Context: an optimization exercise on an open-source flow, tuned for small area. The choices shown serve that exercise and are no tape-out recipe. Only simulation tests tie the RTL to the original design; equivalence was not proved. Power is estimated from default activity; no workload was simulated.

==> flow/design.v, too long to show whole: its modules and the start of the top module <==
// module Btn_Debounce: 57 lines
// module Clock: 59 lines
// module Clock_Ctrl: 65 lines
// module Clock_DP: 89 lines
// module DHT_Ctrl: 252 lines
// module DHT_Sensor: 37 lines
// module Fnd_Controller: 292 lines
// module Alarm: 8 lines
// module Dot_Comp: 6 lines
// module Clk_Div_1kHz: 28 lines
// module Mod8_Counter: 17 lines
// module Decoder_2X4: 17 lines
// module Mode_Led: 23 lines
// module Mux_8X1: 29 lines
// module Mux_Seg7: 32 lines
// module BCD_Decoder: 24 lines
// module Digit_Spliter: 12 lines
// module Mux_Mode: 36 lines
// module Project_Sensor: 75 lines
// module SR04_Ctrl: 165 lines
// module Sensor_Clock: 168 lines
// module Stop_Watch: 33 lines
// module Stop_Watch_Ctrl: 66 lines
// module Stop_Watch_DP: 82 lines
// module Tick_gen_100Hz: 38 lines
// module Tick_Counter: 85 lines
// module Tick_10uS: 39 lines
// module Tick_1MHz: 39 lines
// module Timer: 77 lines
// module Timer_Ctrl: 137 lines
// module Timer_DP: 94 lines
// module Top_Ctrl: 14 lines
// module Ultra_Sensor: 30 lines
module Project_Sensor(
    input           iClk,
    input           iRst,
    input           iSet,
    input   [4:0]   iMode,       
    input           iFPGA_Btn_U,
    input           iFPGA_Btn_D,
    input           iFPGA_Btn_R,
    input           iFPGA_Btn_L,
    output  [3:0]   oFnd_Com,
    output  [7:0]   oFnd_Data,
    output  [3:0]   oLed_Alarm,
    output  [9:0]   oLed,
    input           iEcho,
    output          oTrig,
    input           iDHT_In,
    output          oDHT_Out,
    output          oDHT_En
    );
  // ...
==> flow/run.sh <==
#!/bin/bash
# synth_recipe.tcl (not shown) runs the flow's synth.tcl, then flattens the netlist and writes it again
# the make line also repeats each setting of config.mk as NAME=value (left out here)
make -C /OpenROAD-flow-scripts/flow DESIGN_CONFIG=/design/flow/config.mk WORK_HOME=/design/flow/orfs CLKGATE_MAP_FILE= SYNTH_SCRIPT=/design/flow/synth_recipe.tcl finish
==> flow/config.mk <==
export PLATFORM = sky130hd
export DESIGN_NAME = Project_Sensor
export DESIGN_NICKNAME = Project_Sensor
export VERILOG_FILES = /design/flow/design.v
export SDC_FILE = /design/flow/constraint.sdc
export NUM_CORES = 4
export LEC_CHECK = 0
export CAP_MARGIN = 20
export CORE_MARGIN = 2
export CORE_UTILIZATION = 40
export SLEW_MARGIN = 20
==> flow/constraint.sdc <==
create_clock -name core_clock -period 14.0 [get_ports {iClk}]
set_input_delay 2.8000 -clock core_clock [delete_from_list [all_inputs] [get_ports {iClk}]]
set_output_delay 2.8000 -clock core_clock [all_outputs]
set_load 0.01 [all_outputs]
==> results by group, run 1 <==
Critical path
  • Crit. Startpoint: iMode[1]
  • Critical path endpoint: oFnd_Data[3]

Synthesis
  • Largest area contributor in the netlist: dfrtp_1
  • Main area contributors after synthesis: dfrtp_1 29%, ha_1 5.5%, nand2_1 5.5%
  • Post-synthesis sequential area ratio: between 20% and 30%
  • Count leader, synth: nand2_1
  • Synth Area in Adders: roughly 7%

Layout
  • Reg area: 7465 um2
  • Multi-input combinational area share: about three fifths
  • Util after Layout: around 45%
  • Final Cell Area: 28130 um2
  • Signal buffers: 110
  • Sequential share of cell area: 26.54%

Timing
  • Pins Over Slew Limit: 0
  • Actual slew at the worst max-slew pin: 1.142 ns
  • Slew headroom: between 20% and 30%

Min path
  • WHS Path Cells: 0
  • Worst Hold End: U_Sensor_Clock.U_DHT_Sensor.U_DHT_Ctrl.riDHT_sync2$_DFF_PP1_

Placed design
  • Inst Count DP: slightly above 4000
  • Gpl congestion: ~0.94

Route
  • DRT Wirelength: roughly 74000 um
  • Routed vias: around 24000
  • Routed wl met2: roughly 33000 um

Run status
  • Outcome: timing/DRC/antenna clean

Global routing
  • Top Usage Layer GRT: met2
  • Gr ovfl total: 0
  • First-pass GRT wire length: approximately 120000 um

Power and ir drop
  • Combinational Power Share: between 30% and 40%
  • Clock share of power: 29.5%

Clock network
  • CTS Hold Bufs: 0
==> module Project_Sensor, before the edit <==
module Project_Sensor(
    input           iClk,
    input           iRst,
    input           iSet,
    input   [4:0]   iMode,       
    input           iFPGA_Btn_U,
    input           iFPGA_Btn_D,
    input           iFPGA_Btn_R,
    input           iFPGA_Btn_L,
    output  [3:0]   oFnd_Com,
    output  [7:0]   oFnd_Data,
    output  [3:0]   oLed_Alarm,
    output  [9:0]   oLed,
    input           iEcho,
    output          oTrig,
    input           iDHT_In,
    output          oDHT_Out,
    output          oDHT_En
    );
    wire            wFPGA_Btn_U;
    wire            wFPGA_Btn_D;
    wire            wFPGA_Btn_L;
    wire            wFPGA_Btn_R;
    Btn_Debounce    U_Btn_U     (
        .iClk           (iClk),
        .iRst           (iRst),
        .iBtn           (iFPGA_Btn_U),
        .oBtn           (wFPGA_Btn_U)
    );
    Btn_Debounce    U_Btn_D     (
        .iClk           (iClk),
        .iRst           (iRst),
        .iBtn           (iFPGA_Btn_D),
        .oBtn           (wFPGA_Btn_D)
    );
    Btn_Debounce    U_Btn_L     (
        .iClk           (iClk),
        .iRst           (iRst),
        .iBtn           (iFPGA_Btn_L),
        .oBtn           (wFPGA_Btn_L)
    );
    Btn_Debounce    U_Btn_R     (
        .iClk           (iClk),
        .iRst           (iRst),
        .iBtn           (iFPGA_Btn_R),
        .oBtn           (wFPGA_Btn_R)
    );
    Sensor_Clock   U_Sensor_Clock   (
        .iClk           (iClk),
        .iRst           (iRst),
        .iSet           (iSet),
        .iMode          (iMode),
        .iBtn_U         (wFPGA_Btn_U),
        .iBtn_D         (wFPGA_Btn_D),
        .iBtn_L         (wFPGA_Btn_L),
        .iBtn_R         (wFPGA_Btn_R),
        .oFnd_Com       (oFnd_Com),
        .oFnd_Data      (oFnd_Data),
        .oLed_Alarm     (oLed_Alarm),
        .oLed           (oLed),
        .oDigit_Hour_10 (),
        .oDigit_Hour_1  (),
        .oDigit_Min_10  (),
        .oDigit_Min_1   (),
        .oDigit_Sec_10  (),
        .oDigit_Sec_1   (),
        .oDigit_mSec_10 (),
        .oDigit_mSec_1  (),
        .iEcho          (iEcho),
        .oTrig          (oTrig),
        .iDHT_In        (iDHT_In),
        .oDHT_Out       (oDHT_Out),
        .oDHT_En        (oDHT_En)
    );
endmodule
==> inputs of run 2 (changes only) <==
==> flow/design.v (replaced) <==
`timescale 1ns / 1ps
module ps_tick_gen (
    input       iClk,
    input       iRst,
    input       iRun,
    input       iClear,
    output reg  oTick
);
    reg rCnt;
    always @(posedge iClk, posedge iRst)
    begin
        if (iRst) begin
            rCnt  <= 1'b0;
            oTick <= 1'b0;
        end else if (iRun) begin
            rCnt  <= ~rCnt;
            oTick <= rCnt;
        end else if (iClear)
            rCnt  <= 1'b0;
        else
            oTick <= 1'b0;
    end
endmodule
module ps_counter #(
    parameter N    = 100,
    parameter W    = 7,
    parameter INIT = 0
) (
    input               iClk,
    input               iRst,
    input               iClear,
    input               iDown,
    input               iInc,
    input               iDec,
    input               iTick,
    output reg [W-1:0]  oTime,
    output reg          oTick
);
    wire        wTop = (oTime == N - 1);
    wire        wBot = (oTime == 0);
    wire [W-1:0] wUp = wTop ? {W{1'b0}} : oTime + 1'b1;
    wire [W-1:0] wDn = wBot ? N - 1     : oTime - 1'b1;
    reg  [W-1:0] rNxt;
    always @(*)
    begin
        rNxt = oTime;
        if (iTick)
            rNxt = iDown ? wDn : wUp;
        if (iClear)
            rNxt = {W{1'b0}};
        else if (iInc)
            rNxt = wUp;
        else if (iDec)
            rNxt = wDn;
    end
    always @(posedge iClk, posedge iRst)
    begin
        if (iRst) begin
            oTime <= INIT;
            oTick <= 1'b0;
        end else begin
            oTime <= rNxt;
            oTick <= iTick & (iDown ? wBot : wTop);
        end
    end
endmodule
module ps_time #(
    parameter HOUR_INIT = 0
) (
    input           iClk,
    input           iRst,
    input           iClear,
    input           iDown,
    input           iTick,
    input           iSec_Up,
    input           iSec_Down,
    input           iMin_Up,
    input           iMin_Down,
    input           iHour_Up,
    input           iHour_Down,
    output  [6:0]   omSec,
    output  [5:0]   oSec,
    output  [5:0]   oMin,
    output  [4:0]   oHour
);
    wire wT1, wT2, wT3;
    ps_counter #(.N(100), .W(7), .INIT(0)) U_mSec (
        .iClk(iClk), .iRst(iRst), .iClear(iClear), .iDown(iDown),
        .iInc(1'b0), .iDec(1'b0), .iTick(iTick), .oTime(omSec), .oTick(wT1));
    ps_counter #(.N(60), .W(6), .INIT(0)) U_Sec (
        .iClk(iClk), .iRst(iRst), .iClear(iClear), .iDown(iDown),
        .iInc(iSec_Up), .iDec(iSec_Down), .iTick(wT1), .oTime(oSec), .oTick(wT2));
    ps_counter #(.N(60), .W(6), .INIT(0)) U_Min (
        .iClk(iClk), .iRst(iRst), .iClear(iClear), .iDown(iDown),
        .iInc(iMin_Up), .iDec(iMin_Down), .iTick(wT2), .oTime(oMin), .oTick(wT3));
    ps_counter #(.N(24), .W(5), .INIT(HOUR_INIT)) U_Hour (
        .iClk(iClk), .iRst(iRst), .iClear(iClear), .iDown(iDown),
        .iInc(iHour_Up), .iDec(iHour_Down), .iTick(wT3), .oTime(oHour), .oTick());
endmodule
module ps_bin2bcd (
    input   [7:0]   iBin,
    output  [3:0]   oOnes,
    output  [3:0]   oTens,
    output  [3:0]   oHund
);
    assign oOnes = iBin % 10;
    assign oTens = (iBin / 10) % 10;
    assign oHund = iBin / 100;
endmodule
module Project_Sensor(
    input           iClk,
    input           iRst,
    input           iSet,
    input   [4:0]   iMode,
    input           iFPGA_Btn_U,
    input           iFPGA_Btn_D,
    input           iFPGA_Btn_R,
    input           iFPGA_Btn_L,
    output  [3:0]   oFnd_Com,
    output  [7:0]   oFnd_Data,
    output  [3:0]   oLed_Alarm,
    output  [9:0]   oLed,
    input           iEcho,
    output          oTrig,
    input           iDHT_In,
    output          oDHT_Out,
    output          oDHT_En
    );
    wire wClock = (iMode[4:1] == 4'b0000);
    wire wSW    = (iMode[4:1] == 4'b0001);
    wire wTimer = (iMode[4:1] == 4'b0010);
    wire wUltra = (iMode[4:1] == 4'b0100);
    wire wDHT   = (iMode[4:1] == 4'b1000);
    reg     [2:0]   rDiv;
    always @(posedge iClk, posedge iRst)
    begin
        if (iRst)
            rDiv <= 3'd0;
        else if (rDiv[2] & rDiv[1])
            rDiv <= 3'd1;
        else
            rDiv <= rDiv + 1'b1;
    end
    wire wSample   = rDiv[2] & rDiv[1];
    wire wStrobe   = (rDiv == 3'd1);
    wire wScanTick = ~rDiv[0] & (rDiv[2] | rDiv[1]);
    reg     [2:0]   rRunU, rRunD, rRunL, rRunR;
    always @(posedge iClk, posedge iRst)
    begin
        if (iRst) begin
            rRunU <= 3'd0;
            rRunD <= 3'd0;
            rRunL <= 3'd0;
            rRunR <= 3'd0;
        end else if (wSample) begin
            rRunU <= iFPGA_Btn_U ? (rRunU[2] ? 3'd5 : rRunU + 1'b1) : 3'd0;
            rRunD <= iFPGA_Btn_D ? (rRunD[2] ? 3'd5 : rRunD + 1'b1) : 3'd0;
            rRunL <= iFPGA_Btn_L ? (rRunL[2] ? 3'd5 : rRunL + 1'b1) : 3'd0;
            rRunR <= iFPGA_Btn_R ? (rRunR[2] ? 3'd5 : rRunR + 1'b1) : 3'd0;
        end
    end
    wire wBtn_U = wStrobe & (rRunU == 3'd4);
    wire wBtn_D = wStrobe & (rRunD == 3'd4);
    wire wBtn_L = wStrobe & (rRunL == 3'd4);
    wire wBtn_R = wStrobe & (rRunR == 3'd4);
    reg     [7:0]   rScan;
    always @(posedge iClk, posedge iRst)
    begin
        if (iRst)
            rScan <= 8'd0;
        else if (wScanTick)
            rScan <= (rScan == 8'd199) ? 8'd0 : rScan + 1'b1;
    end
    wire    [2:0]   wSel = rScan[2:0];
    wire            wDot = (rScan >= 8'd50 && rScan < 8'd100) || (rScan >= 8'd150);
    wire            wClk_Set = wClock & iSet;
    reg     [1:0]   rClk_St;         
    always @(posedge iClk, posedge iRst)
    begin
        if (iRst)
            rClk_St <= 2'b00;
        else case (rClk_St)
            2'b00 : if (wClk_Set) rClk_St <= 2'b10;
            2'b10 : if (wBtn_R) rClk_St <= 2'b01;
                    else if (!wClk_Set) rClk_St <= 2'b00;
            2'b01 : if (wBtn_L) rClk_St <= 2'b10;
                    else if (!wClk_Set) rClk_St <= 2'b00;
            default : ;
        endcase
    end
    wire    [1:0]   wCLK_Set = rClk_St;
    wire            wClk_Hour = (rClk_St == 2'b10);
    wire            wClk_Min  = (rClk_St == 2'b01);
    wire            wClk_Tick;
    ps_tick_gen U_Clk_Tick (.iClk(iClk), .iRst(iRst), .iRun(!wClk_Set),
                            .iClear(1'b0), .oTick(wClk_Tick));
    wire    [6:0]   wmSec_CLK;
    wire    [5:0]   wSec_CLK, wMin_CLK;
    wire    [4:0]   wHour_CLK;
    ps_time #(.HOUR_INIT(12)) U_Clk_Time (
        .iClk(iClk), .iRst(iRst), .iClear(1'b0), .iDown(1'b0), .iTick(wClk_Tick),
        .iSec_Up(1'b0), .iSec_Down(1'b0),
        .iMin_Up(wClk_Min & wBtn_U & wClock), .iMin_Down(wClk_Min & wBtn_D & wClock),
        .iHour_Up(wClk_Hour & wBtn_U & wClock), .iHour_Down(wClk_Hour & wBtn_D & wClock),
        .omSec(wmSec_CLK), .oSec(wSec_CLK), .oMin(wMin_CLK), .oHour(wHour_CLK));
    reg     [1:0]   rSW_St;
    always @(posedge iClk, posedge iRst)
    begin
        if (iRst)
            rSW_St <= 2'b00;
        else case (rSW_St)
            2'b01 : if (wBtn_R && wSW) rSW_St <= 2'b00;
            2'b10 : rSW_St <= 2'b11;
            default : if (wBtn_L && wSW) rSW_St <= 2'b10;
                      else if (wBtn_R && wSW) rSW_St <= 2'b01;
                      else rSW_St <= 2'b00;
        endcase
    end
    wire            wSW_Run   = (rSW_St == 2'b01);
    wire            wSW_Clear = (rSW_St == 2'b11);
    wire            wSW_Tick;
    ps_tick_gen U_SW_Tick (.iClk(iClk), .iRst(iRst), .iRun(wSW_Run),
                           .iClear(wSW_Clear), .oTick(wSW_Tick));
    wire    [6:0]   wmSec_SW;
    wire    [5:0]   wSec_SW, wMin_SW;
    wire    [4:0]   wHour_SW;
    ps_time #(.HOUR_INIT(0)) U_SW_Time (
        .iClk(iClk), .iRst(iRst), .iClear(wSW_Clear), .iDown(1'b0), .iTick(wSW_Tick),
        .iSec_Up(1'b0), .iSec_Down(1'b0), .iMin_Up(1'b0), .iMin_Down(1'b0),
        .iHour_Up(1'b0), .iHour_Down(1'b0),
        .omSec(wmSec_SW), .oSec(wSec_SW), .oMin(wMin_SW), .oHour(wHour_SW));
    localparam  T_TIMER = 3'd0, T_RUN = 3'd1, T_CLEAR = 3'd2, T_HOUR = 3'd3,
                T_MIN = 3'd4, T_SEC = 3'd5, T_END = 3'd6, T_TCLR = 3'd7;
    reg     [2:0]   rTm_St;
    wire            wTm_Set = wTimer & iSet;
    wire            wTm_Zero;
    always @(posedge iClk, posedge iRst)
    begin
        if (iRst)
            rTm_St <= T_TIMER;
        else case (rTm_St)
            T_TIMER, T_TCLR :
                if (wTm_Set) rTm_St <= T_SEC;
                else if (wBtn_L && wTimer) rTm_St <= T_CLEAR;
                else if (wBtn_R && wTimer) rTm_St <= T_RUN;
                else rTm_St <= T_TIMER;
            T_RUN :
                if (wBtn_R && wTimer) rTm_St <= T_TIMER;
                else if (wTm_Zero) rTm_St <= T_END;
            T_CLEAR :
                rTm_St <= T_TCLR;
            T_HOUR :
                if (wBtn_R) rTm_St <= T_MIN;
                else if (!iSet && wTimer) rTm_St <= T_TIMER;
            T_MIN :
                if (wBtn_R) rTm_St <= T_SEC;
                else if (wBtn_L) rTm_St <= T_HOUR;
                else if (!iSet && wTimer) rTm_St <= T_TIMER;
            T_SEC :
                if (wBtn_L) rTm_St <= T_MIN;
                else if (!iSet && wTimer) rTm_St <= T_TIMER;
            default :    
                if (wBtn_U) rTm_St <= T_TIMER;
        endcase
    end
    wire            wTm_Run   = (rTm_St == T_RUN);
    wire            wTm_Clear = (rTm_St == T_TCLR);
    wire            wTm_End   = (rTm_St == T_END);
    wire            wTm_Hour  = (rTm_St == T_HOUR);
    wire            wTm_Min   = (rTm_St == T_MIN);
    wire            wTm_Sec   = (rTm_St == T_SEC);
    wire    [1:0]   wTIMER_Set = wTm_Hour ? 2'b10 : wTm_Min ? 2'b01 : wTm_Sec ? 2'b11 : 2'b00;
    wire            wTm_Tick;
    ps_tick_gen U_Tm_Tick (.iClk(iClk), .iRst(iRst), .iRun(wTm_Run),
                           .iClear(wTm_Clear), .oTick(wTm_Tick));
    wire    [6:0]   wmSec_TM;
    wire    [5:0]   wSec_TM, wMin_TM;
    wire    [4:0]   wHour_TM;
    ps_time #(.HOUR_INIT(0)) U_Tm_Time (
        .iClk(iClk), .iRst(iRst), .iClear(wTm_Clear), .iDown(wTm_Run), .iTick(wTm_Tick),
        .iSec_Up(wTm_Sec & wBtn_U & wTimer), .iSec_Down(wTm_Sec & wBtn_D & wTimer),
        .iMin_Up(wTm_Min & wBtn_U & wTimer), .iMin_Down(wTm_Min & wBtn_D & wTimer),
        .iHour_Up(wTm_Hour & wBtn_U & wTimer), .iHour_Down(wTm_Hour & wBtn_D & wTimer),
        .omSec(wmSec_TM), .oSec(wSec_TM), .oMin(wMin_TM), .oHour(wHour_TM));
    assign wTm_Zero = (wmSec_TM == 0) && (wSec_TM == 0) && (wMin_TM == 0) && (wHour_TM == 0);
    wire            wUs_Tick;
    ps_tick_gen U_Us_Tick (.iClk(iClk), .iRst(iRst), .iRun(wUltra),
                           .iClear(!wUltra), .oTick(wUs_Tick));
    localparam  U_IDLE = 3'd0, U_START = 3'd1, U_DETECT = 3'd2, U_END = 3'd3, U_ERROR = 3'd4;
    reg     [2:0]   rUs_St;
    reg     [9:0]   rUs_Q;           
    reg     [5:0]   rUs_R;           
    reg             rEcho_Prev;
    reg     [12:0]  rUs_TO;
    reg     [5:0]   rUs_Auto;
    reg     [8:0]   rUs_Dist;
    reg     [2:0]   rUs_St_N;
    reg     [9:0]   rUs_Q_N;
    reg     [5:0]   rUs_R_N;
    reg     [12:0]  rUs_TO_N;
    reg     [5:0]   rUs_Auto_N;
    wire            wmSec = wClk_Tick;
    wire            wQ_Wrap = (rUs_Q == 10'd564) && (rUs_R == 6'd55);
    wire            wR_Top  = (rUs_R == 6'd57);
    always @(*)
    begin
        rUs_St_N   = rUs_St;
        rUs_Q_N    = rUs_Q;
        rUs_R_N    = rUs_R;
        rUs_TO_N   = rUs_TO;
        rUs_Auto_N = rUs_Auto;
        case (rUs_St)
            U_IDLE, U_ERROR : begin
                if (rUs_St == U_IDLE && wUltra && wBtn_R)
                    rUs_St_N = U_START;
                else if (wmSec) begin
                    if (rUs_Auto >= 6'd50) begin
                        rUs_St_N   = U_START;
                        rUs_Auto_N = 6'd0;
                    end else
                        rUs_Auto_N = rUs_Auto + 1'b1;
                end
            end
            U_START, U_DETECT : begin
                if (rUs_St == U_START) begin
                    if (wUs_Tick) begin
                        if (rUs_R == 6'd10) begin
                            rUs_St_N = U_DETECT;
                            rUs_R_N  = 6'd0;
                            rUs_TO_N = 13'd0;
                        end else
                            rUs_R_N  = rUs_R + 1'b1;
                    end
                end else begin
                    if (wUs_Tick && iEcho) begin
                        if (wQ_Wrap) begin
                            rUs_Q_N = 10'd0;
                            rUs_R_N = 6'd0;
                        end else if (wR_Top) begin
                            rUs_Q_N = rUs_Q + 1'b1;
                            rUs_R_N = 6'd0;
                        end else
                            rUs_R_N = rUs_R + 1'b1;
                    end else if (rEcho_Prev && !iEcho) begin
                        rUs_St_N = U_END;
                        rUs_R_N  = 6'd0;
                        rUs_TO_N = 13'd0;
                    end
                end
                if (wmSec) begin
                    rUs_TO_N = rUs_TO + 1'b1;
                    if (rUs_TO >= 13'd8000) begin
                        rUs_St_N = U_ERROR;
                        rUs_Q_N  = 10'd0;
                        rUs_R_N  = 6'd0;
                        rUs_TO_N = 13'd0;
                    end
                end
            end
            U_END : begin
                if (wmSec) begin
                    if (rUs_R == 6'd59) begin
                        rUs_St_N = U_START;
                        rUs_Q_N  = 10'd0;
                        rUs_R_N  = 6'd0;
                    end else
                        rUs_R_N  = rUs_R + 1'b1;
                end
            end
            default : ;
        endcase
    end
    always @(posedge iClk, posedge iRst)
    begin
        if (iRst) begin
            rUs_St     <= U_IDLE;
            rUs_Q      <= 10'd0;
            rUs_R      <= 6'd0;
            rEcho_Prev <= 1'b0;
            rUs_TO     <= 13'd0;
            rUs_Auto   <= 6'd0;
            rUs_Dist   <= 9'd0;
        end else begin
            rUs_St     <= rUs_St_N;
            rUs_Q      <= rUs_Q_N;
            rUs_R      <= rUs_R_N;
            rEcho_Prev <= iEcho;
            rUs_TO     <= rUs_TO_N;
            rUs_Auto   <= rUs_Auto_N;
            if (rUs_St == U_END || rUs_St == U_ERROR)
                rUs_Dist <= rUs_Q[8:0];
        end
    end
    assign  oTrig = (rUs_St == U_START);
    wire            wDht_Tick;
    ps_tick_gen U_Dht_Tick (.iClk(iClk), .iRst(iRst), .iRun(wDHT),
                            .iClear(!wDHT), .oTick(wDht_Tick));
    localparam  D_IDLE = 3'd0, D_START = 3'd1, D_WAIT = 3'd2, D_SYNCL = 3'd3,
                D_SYNCH = 3'd4, D_DATA = 3'd5, D_CHECK = 3'd6, D_ERROR = 3'd7;
    reg             rSync1, rSync2, rPrev;
    reg             rEn;
    reg     [2:0]   rD_St;
    reg     [7:0]   rD_Tick;
    reg     [5:0]   rD_Cnt;
    reg     [39:0]  rData;
    reg     [13:0]  rD_Auto;
    reg             rEn_N;
    reg     [2:0]   rD_St_N;
    reg     [7:0]   rD_Tick_N;
    reg     [5:0]   rD_Cnt_N;
    reg     [39:0]  rData_N;
    reg     [13:0]  rD_Auto_N;
    wire            wLine = rSync2;
    wire            wValid = (rData[7:0] == (rData[39:32] + rData[31:24] + rData[23:16] + rData[15:8]));
    always @(*)
    begin
        rEn_N     = rEn;
        rD_St_N   = rD_St;
        rD_Tick_N = rD_Tick;
        rD_Cnt_N  = rD_Cnt;
        rData_N   = rData;
        rD_Auto_N = rD_Auto;
        case (rD_St)
            D_IDLE : begin
                if (wBtn_R && wDHT) begin
                    rD_St_N = D_START;
                    rEn_N   = 1'b1;
                end
                if (wDht_Tick) begin
                    rD_Auto_N = rD_Auto + 1'b1;
                    if (rD_Auto >= 14'd10000) begin
                        rD_St_N   = D_START;
                        rD_Auto_N = 14'd0;
                        rEn_N     = 1'b1;
                    end
                end
            end
            D_START : begin
                if (wDht_Tick) begin
                    if (rD_Tick >= 8'd179) begin
                        rD_Tick_N = 8'd0;
                        rD_St_N   = D_WAIT;
                    end else
                        rD_Tick_N = rD_Tick + 1'b1;
                end
            end
            D_WAIT : begin
                if (wDht_Tick) begin
                    if (rD_Tick >= 8'd2) begin
                        rD_Tick_N = 8'd0;
                        rD_St_N   = D_SYNCL;
                        rEn_N     = 1'b0;
                    end else
                        rD_Tick_N = rD_Tick + 1'b1;
                end
            end
            D_SYNCL, D_SYNCH : begin
                if (wDht_Tick)
                    rD_Tick_N = rD_Tick + 1'b1;
                if (rD_St == D_SYNCL ? (!rPrev && wLine && rD_Tick >= 8'd5)
                                     : (rPrev && !wLine && rD_Tick >= 8'd5)) begin
                    rD_St_N   = (rD_St == D_SYNCL) ? D_SYNCH : D_DATA;
                    rD_Tick_N = 8'd0;
                end
            end
            D_DATA : begin
                if (wDht_Tick && wLine)
                    rD_Tick_N = rD_Tick + 1'b1;
                if (rPrev && !wLine) begin
                    if (rD_Cnt == 6'd39) begin
                        rD_St_N  = D_CHECK;
                        rD_Cnt_N = 6'd0;
                    end else
                        rD_Cnt_N = rD_Cnt + 1'b1;
                    rD_Tick_N = 8'd0;
                    rData_N   = {rData[38:0], (rD_Tick >= 8'd4)};
                end
            end
            D_CHECK : begin
                if (wValid) begin
                    rD_St_N = D_IDLE;
                    rEn_N   = 1'b1;
                end else begin
                    rD_St_N   = D_ERROR;
                    rD_Tick_N = 8'd0;
                end
            end
            default : begin      
                if (wBtn_R)
                    rD_St_N = D_IDLE;
                if (wDht_Tick) begin
                    rD_Auto_N = rD_Auto + 1'b1;
                    if (rD_Auto >= 14'd100) begin
                        rD_St_N   = D_IDLE;
                        rD_Tick_N = 8'd0;
                        rD_Cnt_N  = 6'd0;
                        rData_N   = 40'd0;
                        rD_Auto_N = 14'd0;
                    end
                end
            end
        endcase
    end
    always @(posedge iClk, posedge iRst)
    begin
        if (iRst) begin
            rSync1  <= 1'b1;
            rSync2  <= 1'b1;
            rPrev   <= 1'b0;
            rEn     <= 1'b1;
            rD_St   <= D_IDLE;
            rD_Tick <= 8'd0;
            rD_Cnt  <= 6'd0;
            rData   <= 40'd0;
            rD_Auto <= 14'd0;
        end else begin
            rSync1  <= iDHT_In;
            rSync2  <= rSync1;
            rPrev   <= rSync2;
            rEn     <= rEn_N;
            rD_St   <= rD_St_N;
            rD_Tick <= rD_Tick_N;
            rD_Cnt  <= rD_Cnt_N;
            rData   <= rData_N;
            rD_Auto <= rD_Auto_N;
        end
    end
    assign  oDHT_En  = rEn;
    assign  oDHT_Out = (rD_St != D_START);
    reg     [31:0]  rMode_Data;
    always @(*)
    begin
        case (iMode[4:1])
            4'b0001 : rMode_Data = {8'b0, wHour_SW, wMin_SW, wSec_SW, wmSec_SW};
            4'b0010 : rMode_Data = {8'b0, wHour_TM, wMin_TM, wSec_TM, wmSec_TM};
            4'b0100 : rMode_Data = {23'b0, rUs_Dist};
            4'b1000 : rMode_Data = rData[39:8];
            default : rMode_Data = {8'b0, wHour_CLK, wMin_CLK, wSec_CLK, wmSec_CLK};
        endcase
    end
    wire    [1:0]   wMode_Set = (iMode[2:1] == 2'b10) ? wTIMER_Set : wCLK_Set;
    reg     [2:0]   rView;
    always @(*)
    begin
        case ({iMode[4], iMode[3], iMode[0], wMode_Set})
            5'h04, 5'h07 : rView = 3'd1;
            5'h06   : rView = 3'd2;
            5'h05   : rView = 3'd3;
            5'h03   : rView = 3'd4;
            5'h08, 5'h0c : rView = 3'd5;
            5'h10   : rView = 3'd6;
            5'h14   : rView = 3'd7;
            default : rView = 3'd0;
        endcase
    end
    reg     [2:0]   rKind;
    reg             rHigh;       
    always @(*)
    begin
        rHigh = wSel[1];
        rKind = {2'b00, wSel[0]};
        case (rView)
            3'd2 : if (wDot && wSel[1]) rKind = 3'd3;            
            3'd3 : if (wDot && !wSel[1]) rKind = 3'd3;           
            3'd4 : if (wDot && wSel[1]) rKind = 3'd3;            
            3'd5 : begin
                rHigh = 1'b0;
                if (wSel[1:0] == 2'd2) rKind = 3'd2;
                else if (wSel[1:0] == 2'd3) rKind = 3'd5;
            end
            default : if (wSel[2]) rKind = (wSel[1:0] == 2'd2) ? 3'd4 : 3'd3;
        endcase
    end
    reg     [7:0]   rBin;
    always @(*)
    begin
        case (rView)
            3'd1, 3'd2, 3'd3 : rBin = rHigh ? {3'b0, rMode_Data[23:19]} : {2'b0, rMode_Data[18:13]};
            3'd5    : rBin = rMode_Data[7:0];
            3'd6    : rBin = rHigh ? rMode_Data[15:8] : rMode_Data[7:0];
            3'd7    : rBin = rHigh ? rMode_Data[31:24] : rMode_Data[23:16];
            default : rBin = rHigh ? {2'b0, rMode_Data[12:7]} : {1'b0, rMode_Data[6:0]};
        endcase
    end
    wire    [3:0]   wOnes, wTens, wHund;
    ps_bin2bcd U_BCD (.iBin(rBin), .oOnes(wOnes), .oTens(wTens), .oHund(wHund));
    reg     [3:0]   rDigit;
    always @(*)
    begin
        case (rKind)
            3'd0    : rDigit = wOnes;
            3'd1    : rDigit = wTens;
            3'd2    : rDigit = wHund;
            3'd4    : rDigit = {3'b111, wDot};
            3'd5    : rDigit = 4'h0;
            default : rDigit = 4'he;
        endcase
    end
    reg     [7:0]   rSeg;
    always @(*)
    begin
        case (rDigit)
            4'h1    : rSeg = 8'hf9;
            4'h2    : rSeg = 8'ha4;
            4'h3    : rSeg = 8'hb0;
            4'h4    : rSeg = 8'h99;
            4'h5    : rSeg = 8'h92;
            4'h6    : rSeg = 8'h82;
            4'h7    : rSeg = 8'hf8;
            4'h8    : rSeg = 8'h80;
            4'h9    : rSeg = 8'h90;
            4'he    : rSeg = 8'hff;
            4'hf    : rSeg = 8'h7f;
            default : rSeg = 8'hc0;
        endcase
    end
    assign  oFnd_Data = rSeg;
    assign  oFnd_Com  = ~(4'b0001 << wSel[1:0]);
    assign  oLed_Alarm = wTm_End ? (wDot ? 4'b1010 : 4'b0101) : 4'b0000;
    reg     [9:0]   rLed;
    always @(*)
    begin
        case (iMode)
            5'h00   : rLed = 10'b00_0000_0001;
            5'h01   : rLed = 10'b00_0000_0010;
            5'h02   : rLed = 10'b00_0000_0100;
            5'h03   : rLed = 10'b00_0000_1000;
            5'h04   : rLed = 10'b00_0001_0000;
            5'h05   : rLed = 10'b00_0010_0000;
            5'h08   : rLed = 10'b00_0100_0000;
            5'h09   : rLed = 10'b00_1000_0000;
            5'h10   : rLed = 10'b01_0000_0000;
            5'h11   : rLed = 10'b10_0000_0000;
            default : rLed = 10'b00_0000_0000;
        endcase
    end
    assign  oLed = rLed;
endmodule
==> run 2 against run 1 <==
Against the previous run:
- still clean on timing, DRC and antenna
- first-iteration DRC count is 44% lower
- clock skew down 0.0011 ns
- critical path depth down 1
- global-route usage grew 0.82 points
- critical path type unchanged
==> results by group, run 2 <==
Min path
  • WHS Path Cells: 0 (unchanged)
  • Hold path start: rSync1$_DFF_PP1_ (was U_Sensor_Clock.U_DHT_Sensor.U_DHT_Ctrl.riDHT_sync1$_DFF_PP1_)
  • Hold Crit Class: reg -> reg (unchanged)
  • Worst Hold End: rSync2$_DFF_PP1_ (was U_Sensor_Clock.U_DHT_Sensor.U_DHT_Ctrl.riDHT_sync2$_DFF_PP1_)

Synthesis
  • Primary FF master, synth: dfrtp_1 (unchanged)
  • Syn Area/Cell: 8.066 um2 (was 7.729 um2)
  • Synth Warn #: 6 (was 21)
  • Count leader, synth: nand2_1 (unchanged)
  • Main area contributors after synthesis: dfrtp_1 32%, nand2_1 6.1%, o21ai_0 6.1% (was dfrtp_1 29%, ha_1 5.5%, nand2_1 5.5%)
  • Largest area contributor in the netlist: dfrtp_1 (unchanged)
  • Post-synth EDFFs: 0 (unchanged)
  • Synth Register Bits: 244 (was 298)
  • Top cell type's share of synthesized area: 32.42% (was 28.78%)
  • Most common library cells after synthesis: 298 x nand2_1, 239 x dfrtp_1, 229 x nor2_1 (was 369 x nand2_1, 353 x nor2_1, 292 x dfrtp_1)
  • Post-synthesis sequential area ratio: 33.13% (was 29.40%)
  • Gate Count Post-Synth: 2287 (was 3285)
  • Asr flop ratio synth: 100.0% (unchanged)
  • Netlist cell types: 106 (was 115)
  • Net count after synthesis: 2398 (was 3424)
  • Mapped cell area: 18450 um2 (was 25390 um2)

Layout
  • Util after Layout: 45.38% (was 44.67%)
  • Final Cell Area: 20640 um2 (was 28130 um2)
  • Commonest non-fill, non-tap cell in the layout: nand2_1 (unchanged)
  • Ant. Diodes: 0 (was 1)
  • Top Registers: rData (40), rD_Auto (14), rUs_TO (13) (was U_Sensor_Clock.U_DHT_Sensor.U_DHT_Ctrl.rData_Cur (40), U_Sensor_Clock.U_FND.U_Clk_1kHz.rClk (17), U_Sensor_Clock.U_Ultra_Sensor.U_SR04_Ctrl.rTick_Cur (15))
  • Largest register FFs: 40 (unchanged)
  • NumNets Final: 2398 (was 3403)
  • Final Non-Filler Cells: 2909 (was 4139)
  • Most frequent cells in the layout: 298 x nand2_1, 239 x dfrtp_1, 229 x nor2_1 (was 368 x nand2_1, 352 x nor2_1, 292 x dfrtp_1)
  • Area Overhead vs Synth: 11.88% (was 10.78%)
  • Ratio of cells with drive above 1 in the final layout: 8.662% (was 7.594%)
  • Register with the most flip-flops: rData (was U_Sensor_Clock.U_DHT_Sensor.U_DHT_Ctrl.rData_Cur)

Clock network
  • Sink Count: 244 (was 298)
  • Clk slew on worst S/H paths: 0.06 ns (was 0.05 ns)
  • Root Driver: clkbuf_16 (unchanged)
  • CTS tree: yes (unchanged)
  • H-tree depth: 1 (was 2)
  • Worst skew pair latency: 0.58 ns (was 0.55 ns)
  • Total CTS buffers: 29 (was 37)
  • Clk buf depth: 3 (unchanged)

Route
  • Routed length per instance: 18.70 um (was 17.76 um)
  • Drc violations: 0 (unchanged)
  • DR pass1 iterations: 5 (was 8)
  • Starting DRC count in detailed routing: 1361 (was 2415)
  • Routed vias: 17320 (was 24490)
  • DRT Wirelength: 54400 um (was 73530 um)
  • Antenna viol nets, final: 0 (unchanged)
  • Via density: 5.954 (was 5.917)

Timing
  • Min Hold Slack: 0.3544 ns (was 0.3540 ns)
  • Final setup TNS: 0 ns (unchanged)
  • Actual slew at the worst max-slew pin: 1.009 ns (was 1.142 ns)
  • Tmin final: 13.56 ns (was 13.43 ns)
  • Final hold vios: 0 (unchanged)
  • F_max: 73.75 MHz (was 74.44 MHz)
  • Final setup fails: 0 (unchanged)
  • Pins Over Slew Limit: 0 (unchanged)
  • Slew headroom: 32.22% (was 23.51%)
  • Period utilization: 96.86% (was 95.96%)
  • Setup Skew: 0.01400 ns (was 0.01508 ns)

Flow run
  • Max Cap Viol: 0 (unchanged)

Floorplan
  • Initial Util: 40.56% (was 40.32%)
  • Vert. Die Dim: 218.7 um (was 255.9 um)
  • CORE AREA: 45480 um2 (was 62970 um2)
  • Rows: 78 (was 92)
  • I/O pin total: 43 (unchanged)
  • Die Width: 218.7 um (was 255.9 um)
  • Die area: 47850 um2 (was 65510 um2)

Global routing
  • Gr usage total: 22.65% (was 21.83%)
  • Initial antenna violation count: 0 (was 1)
  • First-pass GRT wire length: 88380 um (was 120400 um)
  • Gr ovfl total: 0 (unchanged)
  • Largest net degree at the start of global routing: 109 (was 143)
  • Vias in the first global route: 16420 (was 22390)

Critical path
  • RR Endpoint: rD_Tick[6]$_DFFE_PP0P_
  • CP peak stage delay: 0.61 ns (was 0.57 ns)
  • Worst setup path class: in -> out (unchanged)
  • Reg2Reg Setup Slack: 9.61 ns (was 6.04 ns)
  • R2r startpoint: rData[9]$_DFFE_PP0P_
  • Slowest-stage cell, CP: clkdlybuf4s50_1 (unchanged)
  • Crit path max fanout: 35 (was 19)
  • CP startpoint kind: input pin (unchanged)
  • R2R cell count: 18 (was 24)
  • Critical Path RT: 11.20 ns (about the same)
  • Crit path DAT: 10.76 ns (was 10.63 ns)
  • Most used cell, CP: ha_1
  • Critical Path Sink Type: output port (unchanged)

Power and ir drop
  • Leakage power: 8.590 nW (was 11.98 nW)
  • VDD IR max: 0.4249 mV (was 0.07130 mV)
  • Cell area power density: 172.8 nW/um2 (was 129.1 nW/um2)

Placed design
  • Inst Count DP: 2849 (was 4069)
  • Post-DP HPWL: 39350 um (was 53730 um)
  • Gpl congestion: 0.9727 (was 0.9427)
  • Count of input and output buffers: 42 (unchanged)
  • Placed Area: 19480 um2 (was 26680 um2)

Run status
  • Outcome: timing/DRC/antenna clean (unchanged)
run 2: cell types whose count changed after synthesis, sizes merged, moves of 51 or more:
cell and change:
xnor2 -51, nand3 -83, nor2 -123, nor3 -55, nand2 -72, a21oi -101, dfrtp -53
run 2: worst max path at each step:
stage	cells past startpoint	slack, ns	endpoint	start
floorplan	40	1.12	oFnd_Data[4]	iMode[1]
global placement	36	0.21	oFnd_Data[4]	iMode[2]
detailed placement	36	0.002	oFnd_Data[4]	iMode[2]
CTS	36	0.03	oFnd_Data[4]	iMode[2]
global route	36	-0.002	oFnd_Data[4]	iMode[2]
finish	32	0.44	oFnd_Data[4]	iMode[1]
run 2: cells by family after synthesis:
family	count (synthesis)	share of synthesized area [%]
AOI/OAI and AO/OA	687	24.66
xor gates and xnor gates	73	3.568
adders and majority gates	97	7.149
buffers and inverters	227	5.067
DFF	244	33.13
muxes	37	2.164
and+or+nand+nor	922	24.26
run 2: what timing repair did:
item / 4_1_cts / 5_1_grt
cloned: 0 / 1
pin swaps: 1 / 5
setup buffers: 0 / 6
hold buffers: 0 / 0
gates resized for setup: 0 / 17
setup endpoints to repair: 1 / 8
run 2: worst max-delay path: cells and delay by family:
kind	cells	cell delay, ns
adders and majority gates	3	0.79
buffers and inverters	5	1.76
and+or+nand+nor	7	1.58
AOI/OAI and AO/OA	17	3.81
run 2: area by class of cell:
class	instances	area (um2)
Fill cell	4498	24840
Multi-Input combinational cell	1817	11500
Sequential cell	244	6112
Clock inverter	12	175.2
Inverter	94	360.3
Clock buffer	41	850.8
Tap cell	600	750.7
Timing Repair Buffer	101	888.4
run 2: routing by layer:
metal / up-vias / share of wire, % / global-route usage (%)
met5: - / 0 / 0
met4: 0 / 2.9 / 7.252
met3: 91 / 5.3 / 2.408
met2: 542 / 46 / 36.04
met1: 8381 / 46 / 32.19
li1: 8305 / - / -
run 2: report_power, final:
| group | leakage, nW | switching (mW) | internal, mW |
|---|---|---|---|
| registers | 3.26 | 0.144 | 0.769 |
| logic | 4.82 | 1.04 | 0.801 |
| clock network | 0.513 | 0.319 | 0.496 |
| total | 8.59 | 1.50 | 2.07 |
run 2: per-stage QoR:
stage	total power, mW	worst slack, ns
2_1_floorplan	2.134	1.119
3_3_place_gp	2.631	0.2102
3_5_place_dp	2.660	0.001664
4_1_cts	3.491	0.03282
5_1_grt	3.804	-0.002200
6_report	3.566	0.4403
==> inputs of run 3 (changes only) <==
--- a/flow/design.v
+++ b/flow/design.v
@@ -105,30 +105,42 @@
 );
-    assign oOnes = iBin % 10;
-    assign oTens = (iBin / 10) % 10;
-    assign oHund = iBin / 100;
+    function [3:0] fAdd3(input [3:0] iD);
+        case (iD)
+            4'd5    : fAdd3 = 4'd8;
+            4'd6    : fAdd3 = 4'd9;
+            4'd7    : fAdd3 = 4'd10;
+            4'd8    : fAdd3 = 4'd11;
+            4'd9    : fAdd3 = 4'd12;
+            default : fAdd3 = iD;
+        endcase
+    endfunction
+    reg [19:0] rS;
+    integer i;
+    always @(*)
+    begin
+        rS = {12'd0, iBin};
+        for (i = 0; i < 8; i = i + 1) begin
+            rS[11:8]  = fAdd3(rS[11:8]);
+            rS[15:12] = fAdd3(rS[15:12]);
+            rS[19:16] = fAdd3(rS[19:16]);
+            rS = rS << 1;
+        end
+    end
+    assign oOnes = rS[11:8];
+    assign oTens = rS[15:12];
+    assign oHund = rS[19:16];
 endmodule
-module Project_Sensor(
+module ps_base (
     input           iClk,
     input           iRst,
-    input           iSet,
-    input   [4:0]   iMode,
     input           iFPGA_Btn_U,
     input           iFPGA_Btn_D,
-    input           iFPGA_Btn_R,
     input           iFPGA_Btn_L,
-    output  [3:0]   oFnd_Com,
-    output  [7:0]   oFnd_Data,
-    output  [3:0]   oLed_Alarm,
-    output  [9:0]   oLed,
-    input           iEcho,
-    output          oTrig,
-    input           iDHT_In,
-    output          oDHT_Out,
-    output          oDHT_En
-    );
-    wire wClock = (iMode[4:1] == 4'b0000);
-    wire wSW    = (iMode[4:1] == 4'b0001);
-    wire wTimer = (iMode[4:1] == 4'b0010);
-    wire wUltra = (iMode[4:1] == 4'b0100);
-    wire wDHT   = (iMode[4:1] == 4'b1000);
+    input           iFPGA_Btn_R,
+    output          oBtn_U,
+    output          oBtn_D,
+    output          oBtn_L,
+    output          oBtn_R,
+    output  [2:0]   oSel,
+    output          oDot
+);
     reg     [2:0]   rDiv;
@@ -175,2 +187,25 @@
     wire            wDot = (rScan >= 8'd50 && rScan < 8'd100) || (rScan >= 8'd150);
+    assign oBtn_U = wBtn_U;
+    assign oBtn_D = wBtn_D;
+    assign oBtn_L = wBtn_L;
+    assign oBtn_R = wBtn_R;
+    assign oSel   = wSel;
+    assign oDot   = wDot;
+endmodule
+module ps_clock (
+    input           iClk,
+    input           iRst,
+    input           wClock,
+    input           iSet,
+    input           wBtn_U,
+    input           wBtn_D,
+    input           wBtn_L,
+    input           wBtn_R,
+    output  [1:0]   oSet,
+    output  [6:0]   wmSec_CLK,
+    output  [5:0]   wSec_CLK,
+    output  [5:0]   wMin_CLK,
+    output  [4:0]   wHour_CLK,
+    output          wClk_Tick
+);
     wire            wClk_Set = wClock & iSet;
@@ -193,8 +228,4 @@
     wire            wClk_Min  = (rClk_St == 2'b01);
-    wire            wClk_Tick;
     ps_tick_gen U_Clk_Tick (.iClk(iClk), .iRst(iRst), .iRun(!wClk_Set),
                             .iClear(1'b0), .oTick(wClk_Tick));
-    wire    [6:0]   wmSec_CLK;
-    wire    [5:0]   wSec_CLK, wMin_CLK;
-    wire    [4:0]   wHour_CLK;
     ps_time #(.HOUR_INIT(12)) U_Clk_Time (
@@ -205,2 +236,15 @@
         .omSec(wmSec_CLK), .oSec(wSec_CLK), .oMin(wMin_CLK), .oHour(wHour_CLK));
+    assign oSet = wCLK_Set;
+endmodule
+module ps_stopwatch (
+    input           iClk,
+    input           iRst,
+    input           wSW,
+    input           wBtn_L,
+    input           wBtn_R,
+    output  [6:0]   wmSec_SW,
+    output  [5:0]   wSec_SW,
+    output  [5:0]   wMin_SW,
+    output  [4:0]   wHour_SW
+);
     reg     [1:0]   rSW_St;
@@ -223,5 +267,2 @@
                            .iClear(wSW_Clear), .oTick(wSW_Tick));
-    wire    [6:0]   wmSec_SW;
-    wire    [5:0]   wSec_SW, wMin_SW;
-    wire    [4:0]   wHour_SW;
     ps_time #(.HOUR_INIT(0)) U_SW_Time (
@@ -231,2 +272,19 @@
         .omSec(wmSec_SW), .oSec(wSec_SW), .oMin(wMin_SW), .oHour(wHour_SW));
+endmodule
+module ps_timer (
+    input           iClk,
+    input           iRst,
+    input           wTimer,
+    input           iSet,
+    input           wBtn_U,
+    input           wBtn_D,
+    input           wBtn_L,
+    input           wBtn_R,
+    output  [1:0]   wTIMER_Set,
+    output  [6:0]   wmSec_TM,
+    output  [5:0]   wSec_TM,
+    output  [5:0]   wMin_TM,
+    output  [4:0]   wHour_TM,
+    output          wTm_End
+);
     localparam  T_TIMER = 3'd0, T_RUN = 3'd1, T_CLEAR = 3'd2, T_HOUR = 3'd3,
@@ -267,3 +325,3 @@
     wire            wTm_Clear = (rTm_St == T_TCLR);
-    wire            wTm_End   = (rTm_St == T_END);
+    assign wTm_End   = (rTm_St == T_END);
     wire            wTm_Hour  = (rTm_St == T_HOUR);
@@ -271,3 +329,3 @@
     wire            wTm_Sec   = (rTm_St == T_SEC);
-    wire    [1:0]   wTIMER_Set = wTm_Hour ? 2'b10 : wTm_Min ? 2'b01 : wTm_Sec ? 2'b11 : 2'b00;
+    assign wTIMER_Set = wTm_Hour ? 2'b10 : wTm_Min ? 2'b01 : wTm_Sec ? 2'b11 : 2'b00;
     wire            wTm_Tick;
@@ -275,5 +333,2 @@
                            .iClear(wTm_Clear), .oTick(wTm_Tick));
-    wire    [6:0]   wmSec_TM;
-    wire    [5:0]   wSec_TM, wMin_TM;
-    wire    [4:0]   wHour_TM;
     ps_time #(.HOUR_INIT(0)) U_Tm_Time (
@@ -285,2 +340,13 @@
     assign wTm_Zero = (wmSec_TM == 0) && (wSec_TM == 0) && (wMin_TM == 0) && (wHour_TM == 0);
+endmodule
+module ps_ultra (
+    input           iClk,
+    input           iRst,
+    input           wUltra,
+    input           wBtn_R,
+    input           wClk_Tick,
+    input           iEcho,
+    output          oTrig,
+    output  [8:0]   oDistance
+);
     wire            wUs_Tick;
@@ -394,2 +460,14 @@
     assign  oTrig = (rUs_St == U_START);
+    assign oDistance = rUs_Dist;
+endmodule
+module ps_dht (
+    input           iClk,
+    input           iRst,
+    input           wDHT,
+    input           wBtn_R,
+    input           iDHT_In,
+    output          oDHT_Out,
+    output          oDHT_En,
+    output  [31:0]  oData
+);
     wire            wDht_Tick;
@@ -529,2 +607,30 @@
     assign  oDHT_Out = (rD_St != D_START);
+    assign oData = rData[39:8];
+endmodule
+module ps_display (
+    input   [4:0]   iMode,
+    input   [1:0]   wCLK_Set,
+    input   [1:0]   wTIMER_Set,
+    input   [6:0]   wmSec_CLK,
+    input   [5:0]   wSec_CLK,
+    input   [5:0]   wMin_CLK,
+    input   [4:0]   wHour_CLK,
+    input   [6:0]   wmSec_SW,
+    input   [5:0]   wSec_SW,
+    input   [5:0]   wMin_SW,
+    input   [4:0]   wHour_SW,
+    input   [6:0]   wmSec_TM,
+    input   [5:0]   wSec_TM,
+    input   [5:0]   wMin_TM,
+    input   [4:0]   wHour_TM,
+    input   [8:0]   rUs_Dist,
+    input   [31:0]  wDHT_Data,
+    input           wTm_End,
+    input   [2:0]   wSel,
+    input           wDot,
+    output  [3:0]   oFnd_Com,
+    output  [7:0]   oFnd_Data,
+    output  [3:0]   oLed_Alarm,
+    output  [9:0]   oLed
+);
     reg     [31:0]  rMode_Data;
@@ -536,3 +642,3 @@
             4'b0100 : rMode_Data = {23'b0, rUs_Dist};
-            4'b1000 : rMode_Data = rData[39:8];
+            4'b1000 : rMode_Data = wDHT_Data;
             default : rMode_Data = {8'b0, wHour_CLK, wMin_CLK, wSec_CLK, wmSec_CLK};
@@ -638 +744,77 @@
 endmodule
+module Project_Sensor(
+    input           iClk,
+    input           iRst,
+    input           iSet,
+    input   [4:0]   iMode,
+    input           iFPGA_Btn_U,
+    input           iFPGA_Btn_D,
+    input           iFPGA_Btn_R,
+    input           iFPGA_Btn_L,
+    output  [3:0]   oFnd_Com,
+    output  [7:0]   oFnd_Data,
+    output  [3:0]   oLed_Alarm,
+    output  [9:0]   oLed,
+    input           iEcho,
+    output          oTrig,
+    input           iDHT_In,
+    output          oDHT_Out,
+    output          oDHT_En
+    );
+    wire wClock = (iMode[4:1] == 4'b0000);
+    wire wSW    = (iMode[4:1] == 4'b0001);
+    wire wTimer = (iMode[4:1] == 4'b0010);
+    wire wUltra = (iMode[4:1] == 4'b0100);
+    wire wDHT   = (iMode[4:1] == 4'b1000);
+    wire            wBtn_U, wBtn_D, wBtn_L, wBtn_R;
+    wire    [2:0]   wSel;
+    wire            wDot;
+    ps_base U_Base (
+        .iClk(iClk), .iRst(iRst),
+        .iFPGA_Btn_U(iFPGA_Btn_U), .iFPGA_Btn_D(iFPGA_Btn_D),
+        .iFPGA_Btn_L(iFPGA_Btn_L), .iFPGA_Btn_R(iFPGA_Btn_R),
+        .oBtn_U(wBtn_U), .oBtn_D(wBtn_D), .oBtn_L(wBtn_L), .oBtn_R(wBtn_R),
+        .oSel(wSel), .oDot(wDot));
+    wire    [1:0]   wCLK_Set;
+    wire    [6:0]   wmSec_CLK;
+    wire    [5:0]   wSec_CLK, wMin_CLK;
+    wire    [4:0]   wHour_CLK;
+    wire            wClk_Tick;
+    ps_clock U_Clock (
+        .iClk(iClk), .iRst(iRst), .wClock(wClock), .iSet(iSet),
+        .wBtn_U(wBtn_U), .wBtn_D(wBtn_D), .wBtn_L(wBtn_L), .wBtn_R(wBtn_R),
+        .oSet(wCLK_Set), .wmSec_CLK(wmSec_CLK), .wSec_CLK(wSec_CLK),
+        .wMin_CLK(wMin_CLK), .wHour_CLK(wHour_CLK), .wClk_Tick(wClk_Tick));
+    wire    [6:0]   wmSec_SW;
+    wire    [5:0]   wSec_SW, wMin_SW;
+    wire    [4:0]   wHour_SW;
+    ps_stopwatch U_SW (
+        .iClk(iClk), .iRst(iRst), .wSW(wSW), .wBtn_L(wBtn_L), .wBtn_R(wBtn_R),
+        .wmSec_SW(wmSec_SW), .wSec_SW(wSec_SW), .wMin_SW(wMin_SW), .wHour_SW(wHour_SW));
+    wire    [1:0]   wTIMER_Set;
+    wire    [6:0]   wmSec_TM;
+    wire    [5:0]   wSec_TM, wMin_TM;
+    wire    [4:0]   wHour_TM;
+    wire            wTm_End;
+    ps_timer U_Timer (
+        .iClk(iClk), .iRst(iRst), .wTimer(wTimer), .iSet(iSet),
+        .wBtn_U(wBtn_U), .wBtn_D(wBtn_D), .wBtn_L(wBtn_L), .wBtn_R(wBtn_R),
+        .wTIMER_Set(wTIMER_Set), .wmSec_TM(wmSec_TM), .wSec_TM(wSec_TM),
+        .wMin_TM(wMin_TM), .wHour_TM(wHour_TM), .wTm_End(wTm_End));
+    wire    [8:0]   wDist;
+    ps_ultra U_Ultra (
+        .iClk(iClk), .iRst(iRst), .wUltra(wUltra), .wBtn_R(wBtn_R),
+        .wClk_Tick(wClk_Tick), .iEcho(iEcho), .oTrig(oTrig), .oDistance(wDist));
+    wire    [31:0]  wDHT_Data;
+    ps_dht U_DHT (
+        .iClk(iClk), .iRst(iRst), .wDHT(wDHT), .wBtn_R(wBtn_R), .iDHT_In(iDHT_In),
+        .oDHT_Out(oDHT_Out), .oDHT_En(oDHT_En), .oData(wDHT_Data));
+    ps_display U_Disp (
+        .iMode(iMode), .wCLK_Set(wCLK_Set), .wTIMER_Set(wTIMER_Set),
+        .wmSec_CLK(wmSec_CLK), .wSec_CLK(wSec_CLK), .wMin_CLK(wMin_CLK), .wHour_CLK(wHour_CLK),
+        .wmSec_SW(wmSec_SW), .wSec_SW(wSec_SW), .wMin_SW(wMin_SW), .wHour_SW(wHour_SW),
+        .wmSec_TM(wmSec_TM), .wSec_TM(wSec_TM), .wMin_TM(wMin_TM), .wHour_TM(wHour_TM),
+        .rUs_Dist(wDist), .wDHT_Data(wDHT_Data), .wTm_End(wTm_End),
+        .wSel(wSel), .wDot(wDot),
+        .oFnd_Com(oFnd_Com), .oFnd_Data(oFnd_Data), .oLed_Alarm(oLed_Alarm), .oLed(oLed));
+endmodule
==> flow/flow/run.sh (new file) <==
#!/bin/bash
# Layout flow: the standard ORFS flow (standard.sh) with three changes:
#  - synthesis maps logic with an area-oriented ABC script (flow/abc_area.script);
#    everything else in synthesis, including the registers, is the standard synthesis;
#  - ports are buffered with the smallest buffer (sky130_fd_sc_hd__buf_1);
#  - CTS uses small leaf buffers, larger sink clusters and no dummy loads.
# Each tool's output goes to the ORFS logs under orfs/logs; make's own output to flow_make.log.
set -euo pipefail
cd "$(dirname "$0")/.."
export BUFFER_PORTS_ARGS="-buffer_cell sky130_fd_sc_hd__buf_1"
W=$PWD

cat > "$W/flow_synth.tcl" <<EOT
proc abc {args} {
  set i [lsearch -exact \$args -script]
  if {\$i >= 0} { lset args [expr {\$i + 1}] {$W/flow/abc_area.script} }
  puts "abc with area script: \$args"
  yosys abc {*}\$args
}
source {$W/synth_recipe.tcl}
EOT

sed -E "s#SYNTH_SCRIPT=[^ ]+#SYNTH_SCRIPT=$W/flow_synth.tcl#" standard.sh > flow_standard.sh
grep -q "SYNTH_SCRIPT=$W/flow_synth.tcl" flow_standard.sh

CTS="-sink_clustering_enable -repair_clock_nets -dont_use_dummy_load -buf_list sky130_fd_sc_hd__clkbuf_8 -sink_clustering_size 12 -sink_clustering_max_diameter 60"
export CTS_ARGS="$CTS"
bash flow_standard.sh finish > "$W/flow_make.log" 2>&1
==> flow/flow/abc_area.script (new file) <==
strash
&get -n
&fraig -x
&put
dc2
strash
&get -n
&dc2
&dch -f
&nf -R 1000
&put
strash
&get -n
&dc2
&dch -f
&nf -R 1000
&put
==> flow/standard.sh (new file) <==
#!/bin/bash
# synth_recipe.tcl (not shown) runs the flow's synth.tcl, then flattens the netlist and writes it again
# the make line also repeats each setting of config.mk as NAME=value (left out here)
make -C /OpenROAD-flow-scripts/flow DESIGN_CONFIG=/design/flow/config.mk WORK_HOME=/design/flow/orfs CLKGATE_MAP_FILE= SYNTH_SCRIPT=/design/flow/synth_recipe.tcl "${@:-finish}"
--- a/flow/config.mk
+++ b/flow/config.mk
@@ -7,2 +7,3 @@
 export LEC_CHECK = 0
+export ABC_AREA = 1
 export CAP_MARGIN = 20
removed: flow/run.sh
==> run 3 against run 2 <==
Against the previous run:
- critical path type unchanged
- clock skew is 0.060 ns higher
- sequential share of layout area rose by 7.8 points
- sequential cell count did not move
- cell count decreased by 22%
- clock power is 46% lower
- wire length decreased by 25%
- design area down 21%
- hold slack got worse by 0.012 ns
- worst setup slack improved by 0.57 ns
- sequential power down 4.5%
==> results by group, run 3 <==
Run status
  • Outcome: timing/DRC/antenna clean (unchanged)

Route
  • Antenna viol nets, final: 0 (unchanged)
  • Routed length per instance: 18.12 um (was 18.70 um)
  • Drc violations: 0 (unchanged)
  • Metal3 WL: 2536 um (was 2898 um)
  • DR pass1 iterations: 9 (was 5)
  • Highest routed layer: met4 (unchanged)
  • Wl on met1: 19260 um (was 25090 um)
  • Via density: 5.913 (was 5.954)
  • Starting DRC count in detailed routing: 1150 (was 1361)
  • Routed vias: 13390 (was 17320)
  • Routed wl met2: 18350 um (was 24820 um)
  • DRT Wirelength: 41050 um (was 54400 um)

Floorplan
  • I/O pin total: 43 (unchanged)
  • Die area: 39070 um2 (was 47850 um2)
  • Rows: 70 (was 78)
  • Initial Util: 40.78% (was 40.56%)
  • CORE AREA: 36790 um2 (was 45480 um2)
  • Die Width: 197.7 um (was 218.7 um)
  • Vert. Die Dim: 197.7 um (was 218.7 um)

Synthesis
  • Asr flop ratio synth: 100.0% (unchanged)
  • Syn Area/Cell: 8.794 um2 (was 8.066 um2)
  • Main area contributors after synthesis: dfrtp_1 40%, ha_1 6.4%, nor2_1 5.3% (was dfrtp_1 32%, nand2_1 6.1%, o21ai_0 6.1%)
  • Primary FF master, synth: dfrtp_1 (unchanged)
  • Top cell type's share of synthesized area: 39.87% (was 32.42%)
  • Count leader, synth: dfrtp_1 (was nand2_1)
  • Largest area contributor in the netlist: dfrtp_1 (unchanged)
  • Most common library cells after synthesis: 239 x dfrtp_1, 210 x nor2_1, 165 x nand2_1 (was 298 x nand2_1, 239 x dfrtp_1, 229 x nor2_1)
  • Synth Register Bits: 244 (unchanged)
  • Net count after synthesis: 1811 (was 2398)
  • Synth Warn #: 13 (was 6)
  • Gate Count Post-Synth: 1706 (was 2287)
  • Netlist cell types: 64 (was 106)
  • Post-synth EDFFs: 0 (unchanged)
  • Mapped cell area: 15000 um2 (was 18450 um2)
  • Post-synthesis sequential area ratio: 40.74% (was 33.13%)

Clock network
  • Post-CTS setup buffer count: 0 (unchanged)
  • Root Driver: clkbuf_8 (was clkbuf_16)
  • Total CTS buffers: 30 (was 29)
  • Clk buf depth: 3 (unchanged)
  • Worst skew pair latency: 0.64 ns (was 0.58 ns)
  • H-tree depth: 1 (unchanged)
  • Clk slew on worst S/H paths: 0.07 ns (was 0.06 ns)
  • CTS tree: yes (unchanged)
  • Sink Count: 244 (unchanged)
  • Cts repair resizes: 0 (unchanged)
  • CTS Hold Bufs: 0 (unchanged)

Timing
  • Final setup TNS: 0 ns (unchanged)
  • RSZ-0062 raised after global routing: no
  • Tmin final: 12.99 ns (was 13.56 ns)
  • F_max: 77.00 MHz (was 73.75 MHz)
  • Slew headroom: 30.14% (was 32.22%)
  • Setup Skew: 0.07448 ns (was 0.01400 ns)
  • Final hold vios: 0 (unchanged)
  • Period utilization: 92.77% (was 96.86%)
  • Min Hold Slack: 0.3428 ns (was 0.3544 ns)
  • Final setup fails: 0 (unchanged)
  • Pins Over Slew Limit: 0 (unchanged)
  • Actual slew at the worst max-slew pin: 1.038 ns (was 1.009 ns)

Layout
  • Register with the most flip-flops: U_DHT.rData (was rData)
  • Ant. Diodes: 0 (unchanged)
  • Largest register FFs: 40 (unchanged)
  • Area Overhead vs Synth: 8.932% (was 11.88%)
  • NumNets Final: 1904 (was 2398)
  • Ratio of cells with drive above 1 in the final layout: 3.561% (was 8.662%)
  • Most frequent cells in the layout: 239 x dfrtp_1, 209 x nor2_1, 165 x nand2_1 (was 298 x nand2_1, 239 x dfrtp_1, 229 x nor2_1)
  • Commonest non-fill, non-tap cell in the layout: dfrtp_1 (was nand2_1)
  • Top Registers: U_DHT.rData (40), U_DHT.rD_Auto (14), U_Ultra.rUs_TO (13) (was rData (40), rD_Auto (14), rUs_TO (13))

Critical path
  • Most used cell, CP: o21ai_0 (was ha_1)
  • R2R cell count: 18 (unchanged)
  • Critical Path RT: 11.20 ns (about the same)
  • CP startpoint kind: input pin (unchanged)
  • Crit path max fanout: 8 (was 35)
  • Slowest-stage cell, CP: nor2b_1 (was clkdlybuf4s50_1)
  • Critical Path Sink Type: output port (unchanged)
  • Worst setup path class: in -> out (unchanged)
  • Crit path DAT: 10.19 ns (was 10.76 ns)
  • CP peak stage delay: 0.47 ns (was 0.61 ns)

Power and ir drop
  • VDD IR max: 0.09123 mV (was 0.4249 mV)
  • Cell area power density: 126.0 nW/um2 (was 172.8 nW/um2)
  • Leakage power: 7.156 nW (was 8.590 nW)

Global routing
  • Initial antenna violation count: 0 (unchanged)
  • Gr usage total: 21.23% (was 22.65%)
  • Largest net degree at the start of global routing: 106 (was 109)
  • First-pass GRT wire length: 67030 um (was 88380 um)
  • Gr ovfl total: 0 (unchanged)
  • Vias in the first global route: 12560 (was 16420)

Min path
  • WHS Path Cells: 0 (unchanged)
  • Hold Crit Class: reg -> reg (unchanged)

Placed design
  • Post-DP HPWL: 30260 um (was 39350 um)
  • Gpl congestion: 0.9061 (was 0.9727)
  • Count of input and output buffers: 42 (unchanged)

Flow run
  • Max Cap Viol: 0 (unchanged)
[run 3: changes by cell type after synthesis, moves of 22 or more]
cell and change:
nand2_1 -133, o21ai_0 -124, clkbuf_1 -93, inv_1 -89, clkinv_1 +85, a22o_1 +37, and2_0 +35, buf_2 -30
a21oi_1 +22
[run 3: layer usage]
layer | vias to the layer above | GRT usage [%]
met1 | 6493 | 30.25
met4 | 0 | 6.238
li1 | 6420 | -
met5 | - | 0
met2 | 418 | 33.24
met3 | 61 | 3.466
[run 3: through the flow]
| step | cell area (um2) | cells | setup WS, ns | utilization, % | power [mW] |
|---|---|---|---|---|---|
| final | 16340 | 2265 | 1.012 | 44.43 | 2.059 |
| after floorplan | 15000 | 1706 | 0.3955 | - | 1.402 |
| after CTS | 16330 | 2265 | 0.9471 | 44.39 | 2.069 |
| after global placement | 15920 | 2235 | 1.304 | 43.27 | 1.601 |
| after global routing | 16340 | 2265 | 0.1464 | 44.43 | 2.219 |
| after detailed placement | 15920 | 2235 | 0.9740 | 43.27 | 1.617 |
[run 3: power breakdown]
group	total, mW	switching, mW	leakage (nW)	internal, mW
Sequential	0.872	0.104	3.27	0.769
Combinational	0.746	0.471	3.67	0.275
Clock	0.441	0.253	0.216	0.189
Total	2.06	0.827	7.16	1.23
[run 3: path summary, 6_finish.rpt]
| check | startpoint | end | slack (ns) |
|---|---|---|---|
| max in group asynchronous | iRst | U_Timer.U_Tm_Time.U_Hour.oTime[3]$_DFFE_PP0P_ | 9.36 |
| worst max register to register | U_DHT.rData[9]$_DFFE_PP0P_ | U_DHT.rD_Tick[7]$_DFFE_PP0P_ | 9.25 |
| min in group asynchronous | iRst | U_Ultra.rUs_TO[12]$_DFFE_PP0P_ | 2.29 |
| worst min register to register | U_DHT.rSync1$_DFF_PP1_ | U_DHT.rSync2$_DFF_PP1_ | 0.34 |
| worst max-delay path | iMode[2] | oFnd_Data[5] | 1.01 |
| worst min-delay path | U_DHT.rSync1$_DFF_PP1_ | U_DHT.rSync2$_DFF_PP1_ | 0.34 |
[run 3: final cells by class]
| class | instances | area, um2 |
|---|---|---|
| fillers | 3611 | 20440 |
| flip-flops and latches | 244 | 6112 |
| repair buffers | 63 | 315.3 |
| inverters | 86 | 330.3 |
| clock buffers | 30 | 412.9 |
| multi-input cells | 1374 | 8586 |
| well taps | 468 | 585.6 |
[run 3: cells by family after synthesis]
logic type	count (synthesis)	share of synthesized area [%]
xor gates and xnor gates	63	3.678
buffers and inverters	88	2.252
and+or+nand+nor	716	22.85
adders and majority gates	91	8.290
DFF	244	40.74
muxes	15	1.084
AOI/OAI and AO/OA	489	21.10
[run 3: worst max-delay path: cells and delay by family]
family,cells,cell delay (ns)
fa+ha+maj,2,0.50
buf+inv,6,1.04
simple gates,12,2.89
compound gates,12,2.93

## port drivers added, routing unchanged
How much do the figures lean on ideal ports? The routed layouts below were timed once more, with nothing changed but the port constraints.
Step 1: set_driving_cell puts a clkbuf_16 on iClk and a buf_2 on each other input, an assumption about the parent block.
Step 2, shift: input delay + t, output delay - t, t = (earliest + latest rising clock arrival at the registers) / 2. This alone moves slack from input paths to output paths.
a / b / c = no drivers / after step 1 / after step 2; a / b = the first two.
| run | t (ns) | setup slack, ns | worst setup path at the end | worst data-port slew with drivers (ns) |
|---|---|---|---|---|
| run 1 | 0.607 | 0.566 / 0.497 / 0.497 | input to output | 0.09 |
| run 2 | 0.631 | 0.440 / 0.416 / 0.416 | input to output | 0.03 |
| run 3 | 0.653 | 1.012 / 0.990 / 0.990 | input to output | 0.03 |
After both steps setup and hold are still met in every run listed. The setup slack of run 1, which loses most, moves by -0.069 ns with the drivers and by -0.069 ns with both steps.
